Context: an optimization exercise on an open-source flow, tuned for small area, a short achievable clock period and few clock cycles per item. The choices shown serve that exercise and are no tape-out recipe.
At most, simulation tests tie the RTL to the original design; equivalence was not proved.
The RTL of runs 2 to 4 was laid out without a check of its function.
No activity file was given, so power comes from the tool's default toggle rates.

==> flow/run.sh <==
#!/bin/bash
# synth_recipe.tcl (not shown) runs the flow's synth.tcl, then flattens the netlist and writes it again
# the make line also repeats each setting of config.mk as NAME=value (left out here)
make -C /OpenROAD-flow-scripts/flow DESIGN_CONFIG=/design/flow/config.mk WORK_HOME=/design/flow/orfs CLKGATE_MAP_FILE= SYNTH_SCRIPT=/design/flow/synth_recipe.tcl finish
==> flow/config.mk <==
export PLATFORM = sky130hd
export DESIGN_NAME = DT
export DESIGN_NICKNAME = DT
export VERILOG_FILES = /design/flow/design.v
export SDC_FILE = /design/flow/constraint.sdc
export NUM_CORES = 4
export LEC_CHECK = 0
export CAP_MARGIN = 20
export CORE_MARGIN = 2
export CORE_UTILIZATION = 40
export PLACE_DENSITY = 0.6
export SLEW_MARGIN = 20
==> flow/constraint.sdc <==
create_clock -name core_clock -period 5.0 [get_ports {clk}]
set_input_delay 1.0000 -clock core_clock [delete_from_list [all_inputs] [get_ports {clk}]]
set_output_delay 1.0000 -clock core_clock [all_outputs]
set_load 0.01 [all_outputs]
==> flow/design.v <==
module DT(
	input			clk,
	input			reset,
	output	reg		done,
	output	reg		sti_rd,
	output	reg	[9:0]	sti_addr,
	input		[15:0]	sti_di,
	output	reg		res_wr,
	output	reg		res_rd,
	output	reg	[13:0]	res_addr,
	output		[7:0]	res_do,
	input		[7:0]	res_di,
	output	reg		fw_finish
	);
localparam [3:0] S_INIT  = 4'd0,
                 S_FDEC  = 4'd1,
                 S_FRA   = 4'd2,
                 S_FRB   = 4'd3,
                 S_FW    = 4'd4,
                 S_FEND  = 4'd5,
                 S_BFIND = 4'd6,
                 S_BGO   = 4'd7,
                 S_BRU   = 4'd8,
                 S_BRV   = 4'd9,
                 S_BF    = 4'd10,
                 S_BL    = 4'd11,
                 S_BWN   = 4'd12,
                 S_DONE  = 4'd13;
function [5:0] min6;
	input [5:0] x, y;
	min6 = (x < y) ? x : y;
endfunction
function [3:0] lsb16;
	input [15:0] v;
	integer i;
	begin
		lsb16 = 4'd0;
		for (i = 15; i >= 0; i = i - 1)
			if (v[i]) lsb16 = i[3:0];
	end
endfunction
reg [3:0] st;
reg [5:0] do_r;		 
reg [5:0] a, b;		 
reg [3:0] k;		 
reg xr;			 
reg wv;			 
reg adj;		 
reg nc;			 
assign res_do = {2'b00, do_r};
wire [5:0] di = res_di[5:0];
wire [3:0] xi = (st == S_FW) ? 4'd15 - res_addr[3:0] : 4'd13 - res_addr[3:0];
wire xn = sti_di[xi];
wire fobj = xr && (do_r != 6'd0);
wire [15:0] masked = sti_di & (16'hFFFF << k);
wire [3:0] f = lsb16(masked);
wire lt_adi = a < di;
wire [5:0] min_adi = lt_adi ? a : di;
wire [5:0] a_p1 = a + 6'd1;
wire [5:0] di_p1 = di + 6'd1;
wire [5:0] min_adi_p1 = lt_adi ? a_p1 : di_p1;
wire [5:0] fm1 = do_r - 6'd1;
wire bwrite = (a < fm1) || (di < fm1);
reg [13:0] abase, aoff;
wire [13:0] anext = abase + aoff;
always @(*) begin
	abase = res_addr;
	case (st)
	S_FDEC: aoff = !fobj ? 14'd1 : (wv ? -14'd126 : -14'd128);
	S_FW: aoff = 14'd127;
	S_BGO: begin
		abase = {sti_addr, ~k};
		aoff = (adj && !wv) ? 14'd129 : 14'd0;
	end
	S_BRU: aoff = -14'd1;
	S_BRV: aoff = -14'd128;
	S_BF: aoff = 14'd127;
	S_BL: aoff = -14'd128;
	S_BWN: aoff = -14'd1;
	default: aoff = 14'd1;
	endcase
end
always @(posedge clk or negedge reset) begin
	if (!reset) begin
		st <= S_INIT;
		done <= 1'b0;
		fw_finish <= 1'b0;
		sti_rd <= 1'b0;
		sti_addr <= 10'd0;
		res_wr <= 1'b0;
		res_rd <= 1'b0;
		res_addr <= 14'd16383;
		k <= 4'd0;
		xr <= 1'b0;
		wv <= 1'b0;
		adj <= 1'b0;
		nc <= 1'b0;
	end else begin
		sti_rd <= 1'b0;
		case (st)
		S_INIT: begin
			sti_rd <= 1'b1;
			wv <= 1'b0;
			xr <= 1'b0;
			st <= S_FDEC;
		end
		S_FDEC: begin
			res_addr <= anext;
			res_wr <= !fobj;
			res_rd <= fobj;
			if (!fobj) begin
				wv <= 1'b0;
				xr <= xn;
				if (res_addr[3:0] == 4'd13) begin
					sti_rd <= 1'b1;
					sti_addr <= sti_addr + 10'd1;
				end
				if (res_addr == 14'd16382) st <= S_FEND;
			end else
				st <= wv ? S_FW : S_FRA;
		end
		S_FRA: begin
			res_addr <= anext;
			st <= S_FRB;
		end
		S_FRB: begin
			res_addr <= anext;
			st <= S_FW;
		end
		S_FW: begin
			res_addr <= anext;
			res_wr <= 1'b1;
			res_rd <= 1'b0;
			wv <= 1'b1;
			xr <= xn;
			if (res_addr[3:0] == 4'd15) begin
				sti_rd <= 1'b1;
				sti_addr <= sti_addr + 10'd1;
			end
			st <= S_FDEC;
		end
		S_FEND: begin
			res_wr <= 1'b0;
			fw_finish <= 1'b1;
			sti_rd <= 1'b1;
			sti_addr <= 10'd1015;
			k <= 4'd0;
			adj <= 1'b0;
			wv <= 1'b0;
			st <= S_BFIND;
		end
		S_BFIND: begin
			res_wr <= 1'b0;
			res_rd <= 1'b0;
			if (masked == 16'd0) begin
				if (sti_addr == 10'd8) begin
					done <= 1'b1;
					st <= S_DONE;
				end else begin
					sti_rd <= 1'b1;
					sti_addr <= sti_addr - 10'd1;
					k <= 4'd0;
					adj <= 1'b0;
				end
			end else begin
				k <= f;
				adj <= adj && (f == k);
				st <= S_BGO;
			end
		end
		S_BGO: begin
			res_addr <= anext;
			if (!adj) begin
				res_wr <= 1'b1;
				wv <= 1'b0;
				adj <= 1'b1;
				k <= k + 4'd1;
				if (k == 4'd15) begin
					sti_rd <= 1'b1;
					sti_addr <= sti_addr - 10'd1;
				end
				st <= S_BFIND;
			end else begin
				res_rd <= 1'b1;
				st <= wv ? S_BF : S_BRU;
			end
		end
		S_BRU: begin
			res_addr <= anext;
			st <= S_BRV;
		end
		S_BRV: begin
			res_addr <= anext;
			st <= S_BF;
		end
		S_BF: begin
			res_addr <= anext;
			nc <= (k != 4'd15) && sti_di[k + 4'd1];
			st <= S_BL;
		end
		S_BL: begin
			wv <= 1'b1;
			if (bwrite) begin
				res_addr <= {sti_addr, ~k};
				res_wr <= 1'b1;
				res_rd <= 1'b0;
				st <= S_BWN;
			end else if (nc) begin
				res_addr <= anext;
				k <= k + 4'd1;
				st <= S_BF;
			end else begin
				res_rd <= 1'b0;
				k <= k + 4'd1;
				if (k == 4'd15) begin
					sti_rd <= 1'b1;
					sti_addr <= sti_addr - 10'd1;
				end
				st <= S_BFIND;
			end
		end
		S_BWN: begin
			res_wr <= 1'b0;
			k <= k + 4'd1;
			if (nc) begin
				res_rd <= 1'b1;
				res_addr <= anext;
				st <= S_BF;
			end else begin
				if (k == 4'd15) begin
					sti_rd <= 1'b1;
					sti_addr <= sti_addr - 10'd1;
				end
				st <= S_BFIND;
			end
		end
		S_DONE: begin
			res_wr <= 1'b0;
			res_rd <= 1'b0;
		end
		default: st <= S_INIT;
		endcase
	end
end
always @(posedge clk) begin
	case (st)
	S_INIT: do_r <= 6'd0;
	S_FDEC: begin
		if (!fobj) do_r <= {5'd0, xr};
		else a <= wv ? min6(a, do_r) : do_r;
	end
	S_FRA: a <= min_adi;
	S_FRB: begin
		a <= min_adi;
		b <= di;
	end
	S_FW: begin
		do_r <= min_adi_p1;
		a <= min6(b, di);
		b <= di;
	end
	S_BGO: begin
		if (!adj) do_r <= 6'd1;
	end
	S_BRU: a <= di;
	S_BRV: begin
		a <= min_adi;
		b <= di;
	end
	S_BF: begin
		a <= min6(a, do_r);
		do_r <= di;
	end
	S_BL: begin
		if (bwrite) do_r <= min_adi_p1;
		a <= min6(b, di);
		b <= di;
	end
	default: ;
	endcase
end
endmodule
==> results.txt, run 1 <==
status finished clean; Mean Syn Cell Area 7.98 um2; Initial Utilization roughly 41%; Hold Path Class reg -> reg; max-slew violations 0; Worst-path clk slew 0.05 ns; Num CTS Buffers 9; Critical Path Max Stage Delay around 0.54 ns; post-CTS setup buffer count 0; top cell type's share of synthesized area about a tenth; hold endpoint fw_finish; area taken by multi-input logic gates about 0.0045 mm2; post-layout utilization of the core a little under half; Yosys reg bits roughly 60; startpoint types register; vias post-DR 6,600; max frequency between 200 and 250 MHz; synth top area cells dfrtp_1, ha_1, edfxtp_1; Netlist Area Pre-Place approximately 0.0064 mm2; adder-cell share of the synthesized area 11.2%; TritonCTS clock tree done; Reg2Reg Depth 12; GRT Total Usage about a quarter; Fill cells roughly 1,600; Max clock buf depth 2; RSZ-0062 raised after global routing false; Worst Setup End Kind register; Die H 130 um; WP data arrival 4.39 ns; DRC Markers 0; R2R Setup Slk ~0.88 ns; Layout area overhead 16.4%; final setup fails 0; XOR/XNOR Fraction of Synth Area 4.65%; Max Cap Viol 0; fraction of registers with async set/reset between 60% and 70%; Clock Latency Late Sink between 0.3 and 0.4 ns; reg-to-reg critical path endpoint res_addr[11]; First-pass DRT Iterations 5; initial antenna violation count 0; final hold violation count 0; largest area contributor in the netlist dfrtp_1; mux share of post-synthesis cell area between 5 and 6%; Core Region about 0.016 mm2; number of vias per cell between 6 and 7; WP data required 5.27 ns; slew margin rel. 35.6%; # nets final a little over 900; YS warnings 1; Routed wire per std cell around 20 um; Congestion Overflow GR 0; DRT Wirelength between 20,000 and 25,000 um; synth cell count leaders nand2_1, nor2_1, a21oi_1; diodes inserted 0; Max H-tree Level 3; largest family of logic cells by synthesized area compound AO/OA/AOI/OAI gates; post-route ant nets 0; GPL Wtd Cong approximately 0.93; Storage cell area ~0.0016 mm2; vias in the first global route between 6,000 and 7,000; Crit-path slowest cell edfxtp_1; leakage around 3.0 nW; crit-path cells or3_1 > o21ai_1 > o31ai_1 > buf_4 > o21bai_1 > ha_1 > or4_1 > o21ai_0 > o21a_1 > o21ai_0 > a211oi_1 > o21ai_1; simple-gate share of the synthesized area about a fifth; first-pass GRT wire length between 30,000 and 40,000 um; register area share after synthesis 24.8%; row count 46; Port Buf Inserts 58; Die ar. 0.0170 mm2; die width 130 um; Hold Path Depth 1; CTS root buffer clkbuf_16; Met1 Wirelength 9550 um; PD cells 865 mW/mm2; worst slew pin tran ~0.96 ns; share of layout cells above drive strength 1 between 7 and 8%; clk sink count slightly below 60; post-DP HPWL between 15,000 and 20,000 um; met3 WL approximately 1400 um; HP Start fw_finish; met2 wire length 9740 um; Setup CP Type reg -> reg; sum of buffers and inverters on the critical path 1; I/O Pins 63; crit-path max FO 7; largest net degree at the start of global routing 47; clock skew a little under 0.007 ns; Max rail drop VDD roughly 0.39 mV; EDFF count, synth 18; Tmin final between 4 and 5 ns; Main synth FF type dfrtp_1; Compound-Gate Fraction of Synth Area ~27%; Unique masters post-synth 75; TNS Setup 0 ns; cts repair resizes 0; Post-Syn Instances about 800; CTS Hold Bufs 0; critical path's top delay family compound AO/OA/AOI/OAI gates; leading cell type by number of instances after synthesis nand2_1; reg2reg start do_r[2]; Iteration-0 DRC Markers ~600; Final period util just over 80%; Max Used Layer met4
## routing by layer
layer	global-route usage, %	vias to the layer above
met4	10.1	0
met3	3.95	51
li1	-	3071
met2	40.4	324
met1	34.2	3154
met5	0	-
## cell usage in the layout, fill, tap and decap left out, types with 5 or more instances in the layout
master	n
inv_1	40
nand2b_1	23
o211ai_1	10
nor2b_1	11
dfstp_2	14
o21ai_0	57
clkbuf_16	9
mux2_2	6
mux2i_1	12
o21a_1	14
edfxtp_1	18
o221ai_1	7
o2111ai_1	9
nor4_1	5
and2_1	9
a21oi_1	59
o22ai_1	9
nand3_1	30
o31ai_1	5
xnor2_1	21
nor3_1	15
a211oi_1	9
ha_1	54
a21o_1	8
o21ai_1	5
a22oi_1	14
nand2_1	96
dfrtp_1	27
nand4_1	7
and3_1	5
nor2_1	63
buf_4	15
xor2_1	13
clkdlybuf4s50_1	57
a31oi_1	14
## cell type report
type	count	area share, %
Clock inverter	7	0.605
Timing Repair Buffer	72	9.17
Sequential cell	59	21.3
Tap cell	216	3.63
Inverter	41	2.07
Multi-Input combinational cell	663	60.2
Clock buffer	9	3.02
## cells by family (layout without fill, tap and decap cells)
logic type,count (synthesis),count (layout)
compound gates,263,263
xor+xnor,34,34
fa+ha+maj,56,56
buf+inv,81,129
flops,59,59
mux,26,26
other cells,1,2
simple gates,282,282
## registers in the layout (all words and copies together) (netlist names)
signal,cells
a,6
adj,1
b,6
do_r,6
done,1
fw_finish,1
k,4
nc,1
res_addr,14
res_rd,1
res_wr,1
st,4
sti_addr,10
sti_rd,1
wv,1
xr,1
## worst max-delay path by stage
stage	startpoint	end	slack, ns	cells after the start
after floorplan	st[1]	res_addr[10]	1.66	17
after global placement	res_di[2]	do_r[4]	0.84	13
after detailed placement	res_di[1]	do_r[4]	0.79	13
after CTS	do_r[2]	res_addr[11]	0.97	12
after global routing	do_r[2]	res_addr[11]	0.75	12
final	do_r[2]	res_addr[11]	0.88	12
## through the flow
stage	power (mW)	area, um2	instances	setup WS [ns]	hold WS [ns]
final	6.44	7450	1067	0.875	0.475
after global routing	6.98	7450	1067	0.751	0.491
after CTS	6.39	7450	1067	0.973	0.477
after detailed placement	5.79	7180	1051	0.791	0.452
after global placement	5.67	7180	1051	0.841	0.453
after floorplan	4.49	6400	803	1.66	0.499
## where the power goes
group / total [mW] / internal, mW / switching (mW)
Combinational: 4.54 / 1.97 / 2.57
Clock: 0.575 / 0.332 / 0.243
Sequential: 1.32 / 0.858 / 0.465
Testbench counts, summed over its fixed seeds: cycles 1,042,110, images 32.
==> run 2: changes to the inputs <==
--- a/flow/design.v
+++ b/flow/design.v
@@ -51,7 +51,7 @@
 wire [5:0] di = res_di[5:0];
 wire [3:0] xi = (st == S_FW) ? 4'd15 - res_addr[3:0] : 4'd13 - res_addr[3:0];
 wire xn = sti_di[xi];
-wire fobj = xr && (do_r != 6'd0);
+reg fobj;		 
 wire [15:0] masked = sti_di & (16'hFFFF << k);
 wire [3:0] f = lsb16(masked);
 wire lt_adi = a < di;
@@ -61,23 +61,40 @@
 wire [5:0] min_adi_p1 = lt_adi ? a_p1 : di_p1;
 wire [5:0] fm1 = do_r - 6'd1;
 wire bwrite = (a < fm1) || (di < fm1);
-reg [13:0] abase, aoff;
-wire [13:0] anext = abase + aoff;
+reg [6:0] rsrc, csrc;
+reg [1:0] drow;		 
+reg [1:0] dcol;		 
+wire [6:0] rnext = rsrc + {{5{drow[1]}}, drow};
+wire [6:0] cnext = csrc + {{5{dcol[1] & dcol[0]}}, dcol};
+wire [13:0] anext = {rnext, cnext};
 always @(*) begin
-	abase = res_addr;
+	rsrc = res_addr[13:7];
+	csrc = res_addr[6:0];
+	drow = 2'd0;
+	dcol = 2'd1;
 	case (st)
-	S_FDEC: aoff = !fobj ? 14'd1 : (wv ? -14'd126 : -14'd128);
-	S_FW: aoff = 14'd127;
+	S_FDEC: begin
+		if (!fobj) begin
+			dcol = 2'd1;
+			drow = (res_addr[6:0] == 7'd127) ? 2'd1 : 2'd0;
+		end else begin
+			drow = 2'd3;
+			dcol = wv ? 2'd2 : 2'd0;
+		end
+	end
+	S_FW: begin drow = 2'd1; dcol = 2'd3; end
 	S_BGO: begin
-		abase = {sti_addr, ~k};
-		aoff = (adj && !wv) ? 14'd129 : 14'd0;
-	end
-	S_BRU: aoff = -14'd1;
-	S_BRV: aoff = -14'd128;
-	S_BF: aoff = 14'd127;
-	S_BL: aoff = -14'd128;
-	S_BWN: aoff = -14'd1;
-	default: aoff = 14'd1;
+		rsrc = sti_addr[9:3];
+		csrc = {sti_addr[2:0], ~k};
+		drow = (adj && !wv) ? 2'd1 : 2'd0;
+		dcol = (adj && !wv) ? 2'd1 : 2'd0;
+	end
+	S_BRU: dcol = 2'd3;
+	S_BRV: begin drow = 2'd3; dcol = 2'd0; end
+	S_BF: begin drow = 2'd1; dcol = 2'd3; end
+	S_BL: begin drow = 2'd3; dcol = 2'd0; end
+	S_BWN: dcol = 2'd3;
+	default: ;
 	endcase
 end
 always @(posedge clk or negedge reset) begin
@@ -92,6 +109,7 @@
 		res_addr <= 14'd16383;
 		k <= 4'd0;
 		xr <= 1'b0;
+		fobj <= 1'b0;
 		wv <= 1'b0;
 		adj <= 1'b0;
 		nc <= 1'b0;
@@ -102,6 +120,7 @@
 			sti_rd <= 1'b1;
 			wv <= 1'b0;
 			xr <= 1'b0;
+			fobj <= 1'b0;
 			st <= S_FDEC;
 		end
 		S_FDEC: begin
@@ -111,6 +130,7 @@
 			if (!fobj) begin
 				wv <= 1'b0;
 				xr <= xn;
+				fobj <= xn & xr;
 				if (res_addr[3:0] == 4'd13) begin
 					sti_rd <= 1'b1;
 					sti_addr <= sti_addr + 10'd1;
@@ -133,6 +153,7 @@
 			res_rd <= 1'b0;
 			wv <= 1'b1;
 			xr <= xn;
+			fobj <= xn;
 			if (res_addr[3:0] == 4'd15) begin
 				sti_rd <= 1'b1;
 				sti_addr <= sti_addr + 10'd1;
--- a/flow/config.mk
+++ b/flow/config.mk
@@ -7,6 +7,6 @@
 export LEC_CHECK = 0
 export CAP_MARGIN = 20
 export CORE_MARGIN = 2
-export CORE_UTILIZATION = 40
-export PLACE_DENSITY = 0.6
+export CORE_UTILIZATION = 60
+export PLACE_DENSITY = 0.75
 export SLEW_MARGIN = 20
==> results.txt, run 2 <==
status finished clean; first-pass GRT wire length approximately 31,000 um; Max H-tree Level 3; Die ar. between 0.01 and 0.015 mm2; Num CTS Buffers 9; Post-Syn Instances about 770; area taken by multi-input logic gates 0.00436 mm2; Worst Setup End Kind register; Hold Path Class reg -> reg; diodes inserted 0; largest area contributor in the netlist dfrtp_1; crit-path max FO 26; die width around 110 um; Yosys reg bits 60; top cell type's share of synthesized area around 11%; vias post-DR ~6,300; Setup CP Type reg -> reg; synth top area cells dfrtp_1, ha_1, edfxtp_1; slew margin rel. around 34%; startpoint types register; Max rail drop VDD 0.409 mV; WHS between 0.4 and 0.5 ns; Max Cap Viol 0; leakage slightly above 3 nW; Final period util just under 80%; Initial Utilization between 60% and 70%; Mean Syn Cell Area 8.19 um2; vias in the first global route a little under 6,000; most frequent cells in the layout nand2_1, a21oi_1, o21ai_0, clkdlybuf4s50_1, ha_1; Fill cells roughly 830; Congestion Overflow GR 0; post-CTS setup buffer count 0; Tmin final around 3.9 ns; # nets final between 800 and 900; Clock Latency Late Sink roughly 0.36 ns; Worst-path clk slew roughly 0.080 ns; TNS Setup 0 ns; initial antenna violation count 0; reg2reg start st[0]; Routed wire per std cell ~19 um; row count 37; GPL Wtd Cong ~0.94; YS warnings 1; clock skew roughly 0.014 ns; Port Buf Inserts 58; I/O Pins between 60 and 70; Main synth FF type dfrtp_1; PD cells ~750 mW/mm2; fraction of registers with async set/reset approximately 70%; Reg with most FFs res_addr; RSZ-0062 raised after global routing false; max reg flops 14; final std cells w/o fill between 900 and 1,000; EDFF count, synth 18; First-pass DRT Iterations 5; GRT Total Usage approximately a third; most common cell after layout, fill and taps aside nand2_1; TritonCTS clock tree done; DRT Wirelength about 18,000 um; largest net degree at the start of global routing between 40 and 50; Unique masters post-synth 77; final hold violation count 0; Storage cell area about 0.0016 mm2; cts repair resizes 0; Netlist Area Pre-Place between 0.006 and 0.007 mm2; synth cell count leaders nand2_1, a21oi_1, o21ai_0; Layout area overhead 13.6%; DRC Markers 0; WP data arrival about 4.2 ns; Iteration-0 DRC Markers between 400 and 500; number of vias per cell about 6.6; Max clock buf depth 2; HP Start fw_finish; max frequency around 260 MHz; CTS Hold Bufs 0; clk sink count 60; dpl cells between 900 and 1,000; register area share after synthesis between 20% and 30%; Core Region a little over 0.01 mm2; final setup fails 0; leading cell type by number of instances after synthesis nand2_1; CTS root buffer clkbuf_8; post-DP HPWL approximately 14,000 um; max-slew violations 0; share of layout cells above drive strength 1 about 8.0%; worst slew pin tran 0.980 ns; post-route ant nets 0; crit path from st[0]; top flop regs res_addr (14), sti_addr (10); WP data required between 5 and 6 ns; Die H between 100 and 150 um
-- run 2: changes by cell type after synthesis, moves of 6 or more --
cell	change
nor2_1	-14
and2_1	-6
o2111ai_1	-8
o21ai_1	+10
a21o_1	+13
buf_2	-6
o21a_1	-11
-- run 2: kinds of logic (layout without fill, tap and decap cells) --
family | Yosys count | after routing | share of synthesized area (%)
XOR/XNOR | 31 | 31 | 4.31
buffers and inverters | 75 | 121 | 5.23
other | 1 | 2 | 0.0596
adder cells (fa/ha/maj) | 55 | 55 | 11.3
AO/OA/AOI/OAI | 253 | 253 | 26.1
flip-flops | 60 | 60 | 25.6
multiplexers | 33 | 33 | 7.64
AND/OR/NAND/NOR | 260 | 260 | 19.8
-- run 2: metrics by stage --
step / power, mW / util, % / worst slack [ns] / instance area (um2)
2_1_floorplan: 3.73 / - / 1.71 / 6300
3_3_place_gp: 4.61 / 67.7 / 0.846 / 6930
3_5_place_dp: 4.74 / 67.7 / 0.824 / 6930
4_1_cts: 5.27 / 69.9 / 1.19 / 7150
5_1_grt: 5.78 / 69.9 / 0.914 / 7150
6_report: 5.34 / 69.9 / 1.14 / 7150
-- run 2: layer usage --
metal | up-vias | part of all wire (%) | global-route usage, %
met1 | 2964 | 42 | 44.8
met2 | 333 | 47 | 55.1
met5 | - | 0 | 0
li1 | 2933 | - | -
met4 | 0 | 2.5 | 11.3
met3 | 56 | 8.9 | 6.74
-- run 2: final cells by class --
| cell class | instances | share of cell area, % |
|---|---|---|
| clock inverter | 7 | 1.38 |
| inverter | 37 | 1.94 |
| timing repair buffer | 68 | 9.10 |
| clock buffer | 9 | 1.73 |
| tap | 136 | 2.38 |
| sequential | 60 | 22.5 |
| multi-input combinational | 634 | 61.0 |
-- run 2: worst max-delay path: stages, from the launching register on --
cell and delay [ns]:
dfrtp_1 0.92, inv_2 0.21, nor2_1 0.30, o21ai_0 0.40
inv_1 0.34, or3_1 0.17, ha_1 0.16, inv_1 0.05
fa_1 0.39, inv_1 0.07, a21oi_1 0.06, o21bai_1 0.23
a21o_1 0.17, a21oi_1 0.08, xnor2_1 0.13, o21ai_1 0.12
-- run 2: report_power, final --
group	switching [mW]	internal [mW]
Combinational	1.98	1.59
Sequential	0.413	0.843
Clock	0.227	0.283
-- run 2: worst paths after layout --
path / to / slack (ns) / cells past startpoint
worst max-delay path: res_addr[13] / 1.14 / 15
worst min-delay path: fw_finish / 0.47 / 1
worst max register to register: res_addr[13] / 1.14 / 15
worst min register to register: fw_finish / 0.47 / 1
max in group asynchronous: sti_addr[0] / 3.60 / 1
min in group asynchronous: fobj / 0.78 / 1
==> run 3: changes to the inputs <==
--- a/flow/config.mk
+++ b/flow/config.mk
@@ -5,8 +5,10 @@
 export SDC_FILE = /design/flow/constraint.sdc
 export NUM_CORES = 4
 export LEC_CHECK = 0
+export ABC_CLOCK_PERIOD_IN_PS = 2500
 export CAP_MARGIN = 20
 export CORE_MARGIN = 2
 export CORE_UTILIZATION = 60
 export PLACE_DENSITY = 0.75
+export SETUP_SLACK_MARGIN = 2.0
 export SLEW_MARGIN = 20
==> results.txt, run 3 <==
Final period util 60.7%; Hold Path Class reg -> reg; first-pass GRT wire length 32,100 um; top cell type's share of synthesized area about 11%; CTS root buffer clkbuf_8; TNS Setup 0 ns; area taken by multi-input logic gates approximately 0.0047 mm2; Iteration-0 DRC Markers about 740; initial antenna violation count 0; row count 37; WP data required ~5.3 ns; TritonCTS clock tree done; Port Buf Inserts 58; Worst Setup End Kind register; Max clock buf depth 2; Reg with most FFs res_addr; Max Used Layer met4; register area share after synthesis 25.6%; Setup CP Type reg -> reg; leading cell type by number of instances after synthesis nand2_1; startpoint types register; critical path's top delay family compound AO/OA/AOI/OAI gates; GRT Total Usage 35.5%; Die ar. 0.0113 mm2; WP data arrival 3.30 ns; post-DP HPWL 13,800 um; post-layout utilization of the core between 70 and 80%; Crit-path slowest cell edfxtp_1; RSZ-0062 raised after global routing true; Initial Utilization 61.5%; Max Cap Viol 0; diodes inserted 0; Layout area overhead 27.3%; met3 WL 1990 um; Max H-tree Level 3; Netlist Area Pre-Place ~0.0063 mm2; Storage cell area about 0.0016 mm2; die width around 110 um; Routed wire per std cell between 20 and 25 um; # nets final ~950; leakage approximately 3.4 nW; clk sink count 60; Worst-path clk slew approximately 0.080 ns; final hold violation count 0; number of vias per cell 6.78; sum of buffers and inverters on the critical path 3; Unique masters post-synth 77; Tmin final 3.03 ns; Met1 Wirelength 8230 um; final std cells w/o fill around 1,000; Post-Syn Instances around 770; max frequency ~330 MHz; share of layout cells above drive strength 1 ~22%; Die H 106 um; most common cell after layout, fill and taps aside nand2_1; I/O Pins between 60 and 70; max-slew violations 0; largest net degree at the start of global routing 43; post-route ant nets 0; Max rail drop VDD around 0.48 mV; crit-path cells inv_1 > ha_1 > xnor2_1 > ha_1 > o21a_1 > o211ai_1 > o21ai_2 > a21oi_4 > buf_6 > o31ai_1 > buf_4 > a22oi_1 > o21ai_0; Top cell by count, worst path ha_1; Congestion Overflow GR 0; Main synth FF type dfrtp_1; DRT Wirelength between 20,000 and 25,000 um; status finished clean; vias post-DR approximately 6,800; top flop regs res_addr (14), sti_addr (10); crit-path max FO 13; Core Region between 0.01 and 0.015 mm2; Clock Latency Late Sink between 0.3 and 0.4 ns; slew margin rel. ~29%; DRC Markers 0; fraction of registers with async set/reset a little over two thirds; Mean Syn Cell Area about 8.2 um2; EDFF count, synth 18; Fill cells between 700 and 800; Num CTS Buffers 9; final setup fails 0; max reg flops 14; PD cells between 700 and 800 mW/mm2; synth top area cells dfrtp_1, ha_1, edfxtp_1; vias in the first global route between 6,000 and 7,000; most frequent cells in the layout nand2_1, buf_4, a21oi_1, o21ai_0, clkdlybuf4s50_1; GPL Wtd Cong approximately 0.96; CTS Hold Bufs 0; Critical Path Max Stage Delay approximately 0.45 ns; largest area contributor in the netlist dfrtp_1; dpl cells ~940; clock skew about 0.014 ns; Yosys reg bits 60; YS warnings 1; worst slew pin tran 1.06 ns; met2 wire length 9770 um; First-pass DRT Iterations 8; synth cell count leaders nand2_1, a21oi_1, o21ai_0
-- run 3: cells by family (layout without fill, tap and decap cells) --
family | count (synthesis) | after routing | synth area share (%)
xor+xnor | 31 | 31 | 4.31
mux | 33 | 33 | 7.64
simple gates | 260 | 261 | 19.8
compound gates | 253 | 254 | 26.1
flops | 60 | 60 | 25.6
buf+inv | 75 | 174 | 5.23
other cells | 1 | 2 | 0.0596
fa+ha+maj | 55 | 55 | 11.3
-- run 3: final cells by class --
cell class / count / area share (%)
flip-flops and latches: 60 / 20.2
clock inverters: 4 / 0.906
inverters: 37 / 1.87
well taps: 136 / 2.12
multi-input cells: 636 / 59.0
clock buffers: 12 / 1.94
repair buffers: 121 / 13.9
-- run 3: per-stage QoR --
stage	hold slack, ns	instance area (um2)	worst slack, ns	power, mW
3_5_place_dp	0.454	6940	0.871	4.77
4_1_cts	0.472	7450	1.88	5.55
5_1_grt	0.493	8010	1.86	6.53
6_report	0.470	8010	1.97	6.12
3_3_place_gp	0.450	6940	0.906	4.62
2_1_floorplan	0.496	6330	1.93	3.77
-- run 3: power breakdown --
part	leakage [nW]	switching [mW]	internal, mW
Clock	0.113	0.220	0.308
Combinational	2.66	2.33	2.03
Sequential	0.665	0.384	0.850
-- run 3: routing by layer --
layer / GRT usage [%] / vias to the layer above
met5: 0 / -
li1: - / 3056
met4: 15.5 / 0
met2: 57.9 / 456
met3: 6.44 / 100
met1: 46.2 / 3213
-- run 3: final timing paths --
| kind | startpoint | end | slack (ns) | cells past startpoint |
|---|---|---|---|---|
| max | do_r[0] | res_addr[4] | 1.97 | 13 |
| min | fw_finish | fw_finish | 0.47 | 1 |
| max reg2reg | do_r[0] | res_addr[4] | 1.97 | 13 |
| min reg2reg | fw_finish | fw_finish | 0.47 | 1 |
| max in group asynchronous | reset | st[2] | 3.46 | 1 |
| min in group asynchronous | reset | st[1] | 0.80 | 1 |
-- run 3: repair_timing --
item | in CTS | in global routing
resized for setup | 56 | 80
setup buffers | 14 | 38
cloned | 1 | 2
endpoints found under the setup margin | 55 | 49
pin swaps | 5 | 20
==> run 4: changes to the inputs <==
--- a/flow/design.v
+++ b/flow/design.v
@@ -49,8 +49,9 @@
 reg nc;			 
 assign res_do = {2'b00, do_r};
 wire [5:0] di = res_di[5:0];
-wire [3:0] xi = (st == S_FW) ? 4'd15 - res_addr[3:0] : 4'd13 - res_addr[3:0];
-wire xn = sti_di[xi];
+wire [15:0] srot = {sti_di[14:0], sti_di[15]};	 
+wire xn = srot[~k];
+wire [15:0] sshr = {1'b0, sti_di[15:1]};	 
 reg fobj;		 
 wire [15:0] masked = sti_di & (16'hFFFF << k);
 wire [3:0] f = lsb16(masked);
@@ -131,7 +132,8 @@
 				wv <= 1'b0;
 				xr <= xn;
 				fobj <= xn & xr;
-				if (res_addr[3:0] == 4'd13) begin
+				k <= k + 4'd1;
+				if (k == 4'd14) begin
 					sti_rd <= 1'b1;
 					sti_addr <= sti_addr + 10'd1;
 				end
@@ -154,7 +156,8 @@
 			wv <= 1'b1;
 			xr <= xn;
 			fobj <= xn;
-			if (res_addr[3:0] == 4'd15) begin
+			k <= k + 4'd1;
+			if (k == 4'd14) begin
 				sti_rd <= 1'b1;
 				sti_addr <= sti_addr + 10'd1;
 			end
@@ -216,7 +219,7 @@
 		end
 		S_BF: begin
 			res_addr <= anext;
-			nc <= (k != 4'd15) && sti_di[k + 4'd1];
+			nc <= sshr[k];
 			st <= S_BL;
 		end
 		S_BL: begin
--- a/flow/config.mk
+++ b/flow/config.mk
@@ -5,7 +5,6 @@
 export SDC_FILE = /design/flow/constraint.sdc
 export NUM_CORES = 4
 export LEC_CHECK = 0
-export ABC_CLOCK_PERIOD_IN_PS = 2500
 export CAP_MARGIN = 20
 export CORE_MARGIN = 2
 export CORE_UTILIZATION = 60
==> results.txt, run 4 <==
status finished clean; number of vias per cell 6.81; Final period util 61.3%; fraction of registers with async set/reset around 70%; final setup fails 0; Placed Area roughly 0.0070 mm2; clock skew 0.0125 ns; GRT Total Usage 37.8%; DRT Wirelength approximately 22,000 um; row count 37; vias post-DR around 7,000; Yosys reg bits 60; Port Buf Inserts 58; Main synth FF type dfrtp_1; Clock Latency Late Sink 0.36 ns; Iteration-0 DRC Markers slightly above 1,000; Unique masters post-synth 80; GPL Wtd Cong roughly 0.98; clk sink count 60; most frequent cells in the layout nand2_1, buf_4, o21ai_0, nor2_1, clkdlybuf4s50_1; final hold violation count 0; crit-path max FO 6; combinational power share about three quarters; Flop pwr share about a fifth; post-DP HPWL roughly 14,000 um; top cell type's share of synthesized area 11.3%; most common cell after layout, fill and taps aside nand2_1; EDFF count, synth 18; Reg with most FFs res_addr; Max clock buf depth 2; grt met2 use approximately 62%; CTS root buffer clkbuf_8; Initial Utilization between 60% and 70%; CTS Hold Bufs 0; die width 106 um; final std cells w/o fill 1,030; Core Region roughly 0.010 mm2; Hold Path Depth 1; WP data required roughly 5.2 ns; max-slew violations 0; Tmin final approximately 3 ns; Layout area overhead 33.2%; top flop regs res_addr (14), sti_addr (10); sw frac approximately half; Worst Setup End Kind register; largest net degree at the start of global routing 43; initial antenna violation count 0; First-pass DRT Iterations 6; dpl cells between 900 and 1,000; Reg2Reg Depth 13; worst slew pin tran 0.946 ns; WP data arrival about 3.3 ns; Routed wire per std cell around 22 um; internal power approximately 3.4 mW; post-route ant nets 0; Worst-path clk slew approximately 0.070 ns; synth cell count leaders nand2_1, o21ai_0, nor2_1; Max rail drop VDD around 0.48 mV; met3 Use GR approximately 7.0%; YS warnings 1; # nets final 969; Max H-tree Level 3; Net Sw Power 3.29 mW; Post-Syn Instances between 700 and 800; TritonCTS clock tree done; synth top area cells dfrtp_1, ha_1, edfxtp_1; register area share after synthesis between 20% and 30%; share of layout cells above drive strength 1 between 20% and 30%; TNS Setup 0 ns; PD cells approximately 800 mW/mm2; Design Area, Final 0.00827 mm2; DRC Markers 0; I/O Pins 63; Mean Syn Cell Area around 8 um2; Clock Power Share 6.8%; Max Cap Viol 0; Congestion Overflow GR 0; vias in the first global route roughly 6,600; Netlist Area Pre-Place approximately 0.0062 mm2; max frequency between 300 and 400 MHz; leakage 3.54 nW; busiest grt layer met2; Setup CP Type reg -> reg; Num CTS Buffers 9; Hold Path Class reg -> reg; largest area contributor in the netlist dfrtp_1; leading cell type by number of instances after synthesis nand2_1; first-pass GRT wire length ~34,000 um; Die H about 110 um; diodes inserted 0; Die ar. 0.0112 mm2; startpoint types register; slew margin rel. between 30% and 40%; max reg flops 14; met1 usage in global routing 48.0%; RSZ-0062 raised after global routing true
run 4: cell types whose count changed in the layout (fill, tap and decap cells not counted), sizes merged, moves of 9 or more:
cell | previous run | this run
nor2 | 49 | 58
mux2i | 15 | 4
a211o | 1 | 11
buf | 68 | 95
a21oi | 60 | 50
nand2 | 99 | 89
run 4: worst max-delay path, cell delays in order (launching register included):
cell      delay, ns
dfrtp_4        0.54
buf_6          0.14
and3b_2        0.24
o31ai_4        0.25
inv_4          0.11
ha_1           0.30
a21oi_2        0.14
nand4b_1       0.19
a21boi_2       0.12
buf_4          0.16
o21a_1         0.21
nor3_2         0.17
o21ai_0        0.11
mux2_2         0.29
run 4: what timing repair did:
action	in CTS	in global routing
setup buffers	39	42
gates cloned	0	0
pin swaps	21	39
resized for setup	82	67
setup endpoints to repair	61	49
run 4: power by group through the flow:
stage,Sequential [mW],Combinational [mW],Clock (mW)
6_report,1.32,4.93,0.456
3_3_place_gp,1.32,3.55,0
4_1_cts,1.31,4.22,0.459
5_1_grt,1.35,5.28,0.477
3_5_place_dp,1.33,3.69,0
2_1_floorplan,1.12,2.80,0
run 4: path summary, 6_finish.rpt:
path                       startpoint          end  slack [ns]
min in group asynchronous       reset           xr        0.66
min reg2reg                      done         done        0.49
min                              done         done        0.49
max reg2reg                     st[1]  sti_addr[7]        1.94
max in group asynchronous       reset        st[1]        3.88
max                             st[1]  sti_addr[7]        1.94
run 4: through the flow:
| step | total power [mW] | utilization [%] | hold WS [ns] | setup slack [ns] |
|---|---|---|---|---|
| after floorplan | 3.92 | - | 0.488 | 1.81 |
| after global placement | 4.87 | 68.4 | 0.450 | 0.773 |
| after detailed placement | 5.02 | 68.4 | 0.461 | 0.733 |
| after CTS | 5.99 | 75.6 | 0.483 | 1.98 |
| after global routing | 7.10 | 81.2 | 0.502 | 1.90 |
| final | 6.71 | 81.2 | 0.486 | 1.94 |
run 4: cell type report:
type,count,area [um2]
well taps,136,170
inverters,41,193
repair buffers,151,1360
fillers,673,1910
flip-flops and latches,60,1620
clock inverters,5,52.6
multi-input cells,626,4730
clock buffers,11,141
run 4: metal layers:
| layer | up-vias | share of wire (%) |
|---|---|---|
| li1 | 3084 | - |
| met1 | 3334 | 38 |
| met2 | 485 | 47 |
| met3 | 112 | 9.6 |
| met4 | 0 | 5.3 |
| met5 | - | 0 |
run 4: cells by family after synthesis:
logic type               count (synthesis)  synth area share [%]
AO/OA/AOI/OAI                          272                  29.6
XOR/XNOR                                26                  3.66
adder cells (fa/ha/maj)                 54                  11.2
buffers and inverters                   80                  5.26
flip-flops                              60                  25.9
multiplexers                            16                  4.45
other                                    1                0.0604
AND/OR/NAND/NOR                        256                  19.8
==> run 5: changes to the inputs <==
--- a/flow/design.v
+++ b/flow/design.v
@@ -1,16 +1,16 @@
 module DT(
 	input			clk,
 	input			reset,
-	output	reg		done,
+	output			done,
 	output	reg		sti_rd,
-	output	reg	[9:0]	sti_addr,
+	output		[9:0]	sti_addr,
 	input		[15:0]	sti_di,
 	output	reg		res_wr,
 	output	reg		res_rd,
 	output	reg	[13:0]	res_addr,
 	output		[7:0]	res_do,
 	input		[7:0]	res_di,
-	output	reg		fw_finish
+	output			fw_finish
 	);
 localparam [3:0] S_INIT  = 4'd0,
                  S_FDEC  = 4'd1,
@@ -18,14 +18,14 @@
                  S_FRB   = 4'd3,
                  S_FW    = 4'd4,
                  S_FEND  = 4'd5,
-                 S_BFIND = 4'd6,
-                 S_BGO   = 4'd7,
-                 S_BRU   = 4'd8,
-                 S_BRV   = 4'd9,
-                 S_BF    = 4'd10,
-                 S_BL    = 4'd11,
-                 S_BWN   = 4'd12,
-                 S_DONE  = 4'd13;
+                 S_BFIND = 4'd8,
+                 S_BGO   = 4'd9,
+                 S_BRU   = 4'd10,
+                 S_BRV   = 4'd11,
+                 S_BF    = 4'd12,
+                 S_BL    = 4'd13,
+                 S_BWN   = 4'd14,
+                 S_DONE  = 4'd15;
 function [5:0] min6;
 	input [5:0] x, y;
 	min6 = (x < y) ? x : y;
@@ -48,6 +48,11 @@
 reg adj;		 
 reg nc;			 
 assign res_do = {2'b00, do_r};
+assign fw_finish = st[3];
+assign done = (st == S_DONE);
+reg [9:0] wcnt;
+assign sti_addr = wcnt ^ {10{st[3]}};
+wire [9:0] sti_step = wcnt + 10'd1;
 wire [5:0] di = res_di[5:0];
 wire [15:0] srot = {sti_di[14:0], sti_di[15]};	 
 wire xn = srot[~k];
@@ -85,8 +90,8 @@
 	end
 	S_FW: begin drow = 2'd1; dcol = 2'd3; end
 	S_BGO: begin
-		rsrc = sti_addr[9:3];
-		csrc = {sti_addr[2:0], ~k};
+		rsrc = ~wcnt[9:3];
+		csrc = ~{wcnt[2:0], k};
 		drow = (adj && !wv) ? 2'd1 : 2'd0;
 		dcol = (adj && !wv) ? 2'd1 : 2'd0;
 	end
@@ -101,10 +106,8 @@
 always @(posedge clk or negedge reset) begin
 	if (!reset) begin
 		st <= S_INIT;
-		done <= 1'b0;
-		fw_finish <= 1'b0;
 		sti_rd <= 1'b0;
-		sti_addr <= 10'd0;
+		wcnt <= 10'd0;
 		res_wr <= 1'b0;
 		res_rd <= 1'b0;
 		res_addr <= 14'd16383;
@@ -135,7 +138,7 @@
 				k <= k + 4'd1;
 				if (k == 4'd14) begin
 					sti_rd <= 1'b1;
-					sti_addr <= sti_addr + 10'd1;
+					wcnt <= sti_step;
 				end
 				if (res_addr == 14'd16382) st <= S_FEND;
 			end else
@@ -159,15 +162,14 @@
 			k <= k + 4'd1;
 			if (k == 4'd14) begin
 				sti_rd <= 1'b1;
-				sti_addr <= sti_addr + 10'd1;
+				wcnt <= sti_step;
 			end
 			st <= S_FDEC;
 		end
 		S_FEND: begin
 			res_wr <= 1'b0;
-			fw_finish <= 1'b1;
 			sti_rd <= 1'b1;
-			sti_addr <= 10'd1015;
+			wcnt <= 10'd8;
 			k <= 4'd0;
 			adj <= 1'b0;
 			wv <= 1'b0;
@@ -177,12 +179,11 @@
 			res_wr <= 1'b0;
 			res_rd <= 1'b0;
 			if (masked == 16'd0) begin
-				if (sti_addr == 10'd8) begin
-					done <= 1'b1;
+				if (wcnt == 10'd1015) begin
 					st <= S_DONE;
 				end else begin
 					sti_rd <= 1'b1;
-					sti_addr <= sti_addr - 10'd1;
+					wcnt <= sti_step;
 					k <= 4'd0;
 					adj <= 1'b0;
 				end
@@ -201,7 +202,7 @@
 				k <= k + 4'd1;
 				if (k == 4'd15) begin
 					sti_rd <= 1'b1;
-					sti_addr <= sti_addr - 10'd1;
+					wcnt <= sti_step;
 				end
 				st <= S_BFIND;
 			end else begin
@@ -225,7 +226,7 @@
 		S_BL: begin
 			wv <= 1'b1;
 			if (bwrite) begin
-				res_addr <= {sti_addr, ~k};
+				res_addr <= ~{wcnt, k};
 				res_wr <= 1'b1;
 				res_rd <= 1'b0;
 				st <= S_BWN;
@@ -238,7 +239,7 @@
 				k <= k + 4'd1;
 				if (k == 4'd15) begin
 					sti_rd <= 1'b1;
-					sti_addr <= sti_addr - 10'd1;
+					wcnt <= sti_step;
 				end
 				st <= S_BFIND;
 			end
@@ -253,7 +254,7 @@
 			end else begin
 				if (k == 4'd15) begin
 					sti_rd <= 1'b1;
-					sti_addr <= sti_addr - 10'd1;
+					wcnt <= sti_step;
 				end
 				st <= S_BFIND;
 			end
--- a/flow/config.mk
+++ b/flow/config.mk
@@ -7,7 +7,7 @@
 export LEC_CHECK = 0
 export CAP_MARGIN = 20
 export CORE_MARGIN = 2
-export CORE_UTILIZATION = 60
-export PLACE_DENSITY = 0.75
-export SETUP_SLACK_MARGIN = 2.0
+export CORE_UTILIZATION = 55
+export PLACE_DENSITY = 0.7
+export SETUP_SLACK_MARGIN = 1.5
 export SLEW_MARGIN = 20
==> results.txt, run 5 <==
GRT Total Usage 31.2%; Main synth FF type dfrtp_1; post-route ant nets 0; Setup CP Type in -> reg; status finished clean; diodes inserted 0; R2R Setup Slk 1.64 ns; Net Sw Power between 2 and 3 mW; Max rail drop VDD between 0.5 and 0.6 mV; Core Region 0.0108 mm2; leading cell type by number of instances after synthesis nand2_1; first-pass GRT wire length 29,200 um; Congestion Overflow GR 0; crit path from res_di[2]; Worst-path clk slew 0.07 ns; RSZ-0062 raised after global routing true; Die ar. between 0.01 and 0.015 mm2; Port Buf Inserts just under 60; register area share after synthesis about 25%; WP data required 5.29 ns; clock skew approximately 0.014 ns; sum of buffers and inverters on the critical path 1; Iteration-0 DRC Markers approximately 700; sw frac slightly below 50%; Clock Latency Late Sink ~0.37 ns; Final period util a little over two thirds; Top cell by count, worst path a21oi_1; largest area contributor in the netlist dfrtp_1; max-slew violations 0; largest net degree at the start of global routing 42; share of layout cells above drive strength 1 12.9%; Total Power just under 6 mW; Flop pwr share a little over 20%; # nets final approximately 860; CTS Hold Bufs 0; TNS Setup 0 ns; Yosys reg bits between 50 and 60; WP data arrival approximately 3.8 ns; Die H between 100 and 150 um; Netlist Area Pre-Place around 0.0061 mm2; top flop regs res_addr (14), wcnt (10); final hold violation count 0; post-DP HPWL roughly 13,000 um; Crit-path slowest cell or4_1; Routed wire per std cell 19.5 um; I/O Pins between 60 and 70; final setup fails 0; Hold Path Class reg -> reg; max frequency between 200 and 300 MHz; fraction of registers with async set/reset about 69%; GPL Wtd Cong between 0.9 and 1; internal power about 3.0 mW; DRT Wirelength 18,100 um; slew margin rel. 31.1%; Final WS setup 1.49 ns; synth top area cells dfrtp_1, ha_1, edfxtp_1; Tmin final about 3.5 ns; row count 38; Post-Syn Instances around 740; Met1 Wirelength just under 8000 um; Num CTS Buffers 9; PD cells ~830 mW/mm2; Critical Path Max Stage Delay between 0.5 and 0.6 ns; YS warnings 1; met3 WL between 1000 and 1500 um; Mean Syn Cell Area about 8.2 um2; die width between 100 and 150 um; startpoint types primary input; vias in the first global route ~5,800; vias post-DR 6,150; clk sink count 58; Unique masters post-synth 84; synth cell count leaders nand2_1, a21oi_1, nor2_1; Worst Setup End Kind register; CTS root buffer clkbuf_8; Initial Utilization approximately 56%; pre-CTS WS around 1 ns; Reg with most FFs res_addr; top cell type's share of synthesized area between 10% and 20%; EDFF count, synth 18; crit-path cells clkdlybuf4s50_1 > ha_1 > o211ai_1 > a21oi_1 > o32ai_2 > a31oi_2 > nand4b_4 > or4_1 > a21oi_1; crit-path max FO 20; combinational power share between 70% and 80%; leakage between 2 and 3 nW; initial antenna violation count 0; worst slew pin tran around 1.0 ns; met2 wire length 8410 um; Max Cap Viol 0; First-pass DRT Iterations 6; Layout area overhead 16.0%; TritonCTS clock tree done; reg2reg start do_r[0]; Max H-tree Level 3; Max Used Layer met4; most frequent cells in the layout nand2_1, a21oi_1, nor2_1, clkdlybuf4s50_1, ha_1; max reg flops 14; number of vias per cell 6.61; most common cell after layout, fill and taps aside nand2_1; DRC Markers 0; critical path's top delay family compound AO/OA/AOI/OAI gates; Max clock buf depth 2; HP Start res_rd; Clock Power Share under 10%
==> run 5: cell types whose count changed after synthesis, moves of 9 or more <==
| cell | delta |
|---|---|
| a21oi_1 | +15 |
| a211o_1 | -9 |
| xor2_1 | +10 |
| o21ai_0 | -36 |
| nand2_1 | -22 |
==> run 5: area by class of cell <==
| cell class | count | area (um2) |
|---|---|---|
| well taps | 140 | 175 |
| multi-input cells | 602 | 4270 |
| clock buffers | 14 | 173 |
| inverters | 35 | 131 |
| clock inverters | 2 | 35.0 |
| flip-flops and latches | 58 | 1570 |
| fillers | 950 | 3740 |
| repair buffers | 79 | 754 |
==> run 5: power by group through the flow <==
stage                     registers (mW)  clock network, mW  logic (mW)
final                               1.21              0.471        4.22
after global routing                1.25              0.499        4.67
after CTS                           1.20              0.478        4.11
after detailed placement            1.20                  0        4.05
after global placement              1.19                  0        3.93
after floorplan                     1.03                  0        3.15
==> run 5: path summary, 6_finish.rpt <==
check	to	cells past startpoint
max	wcnt[9]	9
min	res_rd	1
max reg2reg	wcnt[9]	12
min reg2reg	res_rd	1
max in group asynchronous	fobj	1
min in group asynchronous	wcnt[3]	1
==> run 5: metal layers <==
layer	global-route usage, %	vias to the layer above
met4	10.9	0
met5	0	-
li1	-	2888
met2	49.1	246
met1	42.2	2982
met3	7.17	34
==> run 5: repair_timing <==
action / 4_1_cts / 5_1_grt
gates resized for setup: 7 / 17
buffers inserted: 2 / 5
endpoints found under the setup margin: 13 / 30
pin swaps: 1 / 2
==> run 5: kinds of logic (layout without fill, tap and decap cells) <==
logic type / Yosys count / after routing / synth area share, %
compound gates: 250 / 250 / 28.4
xor+xnor: 28 / 28 / 4.01
fa+ha+maj: 46 / 46 / 9.65
buf+inv: 84 / 130 / 6.01
flops: 58 / 58 / 25.5
mux: 26 / 26 / 6.21
other cells: 1 / 2 / 0.0613
simple gates: 250 / 250 / 20.2
==> run 5: per-stage QoR <==
stage / util, % / std cells / instance area (um2) / hold WS (ns)
floorplan: - / 744 / 6130 / 0.522
global placement: 62.4 / 907 / 6760 / 0.493
finish: 65.5 / 930 / 7100 / 0.521
detailed placement: 62.4 / 907 / 6760 / 0.512
global route: 65.5 / 930 / 7100 / 0.558
CTS: 64.6 / 925 / 7010 / 0.529
Testbench counts of run 5, summed over its fixed seeds: cycles 1,042,110, images 32.
==> run 6: changes to the inputs <==
--- a/flow/config.mk
+++ b/flow/config.mk
@@ -9,5 +9,5 @@
 export CORE_MARGIN = 2
 export CORE_UTILIZATION = 55
 export PLACE_DENSITY = 0.7
-export SETUP_SLACK_MARGIN = 1.5
+export SETUP_SLACK_MARGIN = 2.0
 export SLEW_MARGIN = 20
==> results.txt, run 6 <==
status finished clean; Yosys reg bits slightly below 60; Mean Syn Cell Area between 8 and 9 um2; die width about 110 um; row count 38; crit path to res_addr[13]; reg2reg start st[3]; post-route ant nets 0; Met1 Wirelength about 8500 um; Crit-path slowest cell dfrtp_2; max reg flops 14; register area share after synthesis 25.5%; diodes inserted 0; WP data arrival about 3.3 ns; slew margin rel. 33.9%; Clock Latency Late Sink 0.37 ns; Tmin final about 3 ns; EDFF count, synth 18; Main synth FF type dfrtp_1; TNS Setup 0 ns; crit-path cells or3b_4 > a221oi_4 > inv_2 > o221ai_2 > ha_2 > inv_1 > fa_2 > nor2b_2 > o31ai_2 > a21oi_2 > xnor2_2 > nand2_1 > a21oi_2 > o22a_1; leakage approximately 3.1 nW; CTS Hold Bufs 0; Worst Setup End Kind register; clock skew approximately 0.017 ns; R2R Setup Slk 2.02 ns; Max clock buf depth 2; largest area contributor in the netlist dfrtp_1; met2 wire length 9100 um; Layout area overhead 24.7%; share of layout cells above drive strength 1 between 20% and 30%; most common cell after layout, fill and taps aside nand2_1; Final WS setup between 2 and 2.5 ns; final hold violation count 0; synth cell count leaders nand2_1, a21oi_1, nor2_1; final std cells w/o fill approximately 960; pre-CTS WS between 0.8 and 0.9 ns; sw frac between 40 and 50%; Unique masters post-synth 84; Storage cell area between 0.0015 and 0.002 mm2; Num CTS Buffers 9; reg-to-reg critical path endpoint res_addr[13]; Reg with most FFs res_addr; top cell type's share of synthesized area roughly a tenth; max-slew violations 0; WP data required approximately 5.3 ns; Netlist Area Pre-Place 0.00612 mm2; Top cell by count, worst path a21oi_2; initial antenna violation count 0; fraction of registers with async set/reset 69.0%; post-DP HPWL 13,600 um; Net Sw Power between 3 and 4 mW; Max rail drop VDD between 0.6 and 0.7 mV; crit-path max FO 6; RSZ-0062 raised after global routing true; PD cells around 860 mW/mm2; GPL Wtd Cong approximately 0.97; clk sink count 58; final setup fails 0; TritonCTS clock tree done; Clock Power Share under 10%; leading cell type by number of instances after synthesis nand2_1; synth top area cells dfrtp_1, ha_1, edfxtp_1; YS warnings 1; Post-Syn Instances about 740; internal power roughly 3.3 mW; startpoint types register; Port Buf Inserts 58; Iteration-0 DRC Markers 703; top flop regs res_addr (14), wcnt (10); First-pass DRT Iterations 7; Fill cells 874; Die H about 110 um; Max Used Layer met4; crit path from st[3]; DRC Markers 0; Setup CP Type reg -> reg; vias in the first global route about 6,200; Congestion Overflow GR 0; dpl cells between 900 and 1,000; worst slew pin tran about 1 ns; GRT Total Usage 33.7%; combinational power share about 74%; # nets final 885; most frequent cells in the layout nand2_1, nor2_1, a21oi_1, o21ai_0, clkdlybuf4s50_1; max frequency approximately 340 MHz; Worst-path clk slew ~0.08 ns; Core Region 0.0108 mm2; Reg2Reg Depth 14; Die ar. between 0.01 and 0.015 mm2; Routed wire per std cell about 21 um; CTS root buffer clkbuf_8; Max H-tree Level 3; area taken by multi-input logic gates ~0.0046 mm2; Critical Path Max Stage Delay around 0.48 ns; Final period util between 50% and 60%; DRT Wirelength between 15,000 and 20,000 um; largest net degree at the start of global routing between 40 and 50; Hold Path Class reg -> reg; Initial Utilization about 56%; Flop pwr share a little under a fifth; first-pass GRT wire length roughly 31,000 um; met3 WL between 1500 and 2000 um; I/O Pins 63; number of vias per cell 6.71; Max Cap Viol 0; vias post-DR 6,431
[run 6: cell types whose count changed in the layout (fill, tap and decap cells not counted), moves of 6 or more]
cell | previous run | this run
a21oi_1 | 62 | 53
a21oi_2 | 3 | 9
buf_2 | 0 | 6
buf_4 | 18 | 41
clkdlybuf4s50_1 | 54 | 42
dlymetal6s2s_1 | 2 | 8
ha_1 | 44 | 36
inv_1 | 33 | 25
[run 6: worst max-delay path: cells and delay by family (launching register included)]
family,cells,cell delay (ns)
buffers and inverters,2,0.14
AND/OR/NAND/NOR,3,0.66
adder cells (fa/ha/maj),2,0.58
flip-flops,1,0.48
XOR/XNOR,1,0.14
AO/OA/AOI/OAI,6,0.93
[run 6: layer usage]
layer | vias to the layer above | global-route usage (%)
li1 | 2942 | -
met1 | 3096 | 47.1
met2 | 347 | 51.5
met3 | 46 | 6.34
met4 | 0 | 12.7
met5 | - | 0
[run 6: power by group through the flow]
stage	Combinational, mW	Sequential (mW)	Clock [mW]
2_1_floorplan	3.24	1.04	0
3_3_place_gp	3.96	1.23	0
3_5_place_dp	4.13	1.24	0
4_1_cts	4.45	1.22	0.465
5_1_grt	5.36	1.26	0.486
6_report	4.91	1.23	0.462
[run 6: through the flow]
| stage | total power, mW | hold slack, ns | utilization, % | area, um2 |
|---|---|---|---|---|
| 6_report | 6.60 | 0.550 | 70.5 | 7640 |
| 3_3_place_gp | 5.19 | 0.492 | 63.3 | 6870 |
| 4_1_cts | 6.14 | 0.544 | 67.7 | 7340 |
| 3_5_place_dp | 5.37 | 0.526 | 63.3 | 6870 |
| 2_1_floorplan | 4.28 | 0.522 | - | 6270 |
| 5_1_grt | 7.11 | 0.578 | 70.5 | 7640 |
[run 6: cells by family (layout without fill, tap and decap cells)]
group	Yosys count	after routing	share of synthesized area, %
xor gates and xnor gates	28	28	4.01
adders and majority gates	46	46	9.65
muxes	26	26	6.21
buffers and inverters	84	157	6.01
other	1	2	0.0613
AOI/OAI and AO/OA	250	250	28.4
DFF	58	58	25.5
and+or+nand+nor	250	251	20.2
[run 6: area by class of cell]
class                      count  area share [%]
clock buffer                  11            1.98
tap                          140            2.29
inverter                      35            1.97
multi-input combinational    603            60.0
clock inverter                 5           0.688
timing repair buffer         106            12.5
sequential                    58            20.5
[run 6: what timing repair did]
item,in CTS,in global routing
gates cloned,1,0
pin swaps,9,30
setup buffers,20,15
gates resized for setup,47,57
endpoints found under the setup margin,67,47
[run 6: worst min-delay path by stage]
stage | startpoint | end | slack, ns | cells after the start
floorplan | res_addr[5] | res_addr[5] | 0.52 | 2
global placement | res_rd | res_rd | 0.49 | 1
detailed placement | res_addr[5] | res_addr[5] | 0.53 | 2
CTS | res_addr[5] | res_addr[5] | 0.54 | 2
global route | res_addr[5] | res_addr[5] | 0.58 | 2
finish | res_addr[5] | res_addr[5] | 0.55 | 2

## separate check: timing with driven ports
How much do the figures lean on ideal ports? The routed layouts below were timed once more, with nothing changed but the port constraints.
Step 1 sets driving cells, clkbuf_16 on the clock port and buf_2 on the other inputs (assumed; they add their load-dependent delay and slew).
Step 2 moves the port delays by t, midway between the first and last clock arrival at a register: inputs arrive t later, outputs are due t later. That takes back most of the time a late clock gives input paths.
a / b / c = no drivers / after step 1 / after step 2; a / b = the first two.
run	t (ns)	setup WS [ns]	worst hold slack (ns)	latest minus earliest clock arrival (ns)	slew at the worst register clock pin (ns)
run 1	0.385	0.875 / 0.875 / 0.690	0.475 / 0.475 / 0.475	0.007 / 0.007	0.06 / 0.06
run 2	0.391	1.136 / 1.136 / 0.769	0.468 / 0.468 / 0.468	0.015 / 0.014	0.08 / 0.08
run 3	0.384	1.967 / 1.967 / 1.665	0.470 / 0.470 / 0.470	0.013 / 0.014	0.08 / 0.08
run 4	0.387	1.936 / 1.926 / 1.539	0.486 / 0.486 / 0.486	0.013 / 0.013	0.08 / 0.08
run 5	0.396	1.489 / 1.504 / 1.108	0.521 / 0.521 / 0.521	0.014 / 0.013	0.07 / 0.07
run 6	0.402	2.018 / 2.004 / 1.713	0.550 / 0.550 / 0.550	0.017 / 0.017	0.08 / 0.08
After both steps setup and hold are still met in every run listed. The setup slack of run 4, which loses most, moves by -0.010 ns with the drivers and by -0.397 ns with both steps.
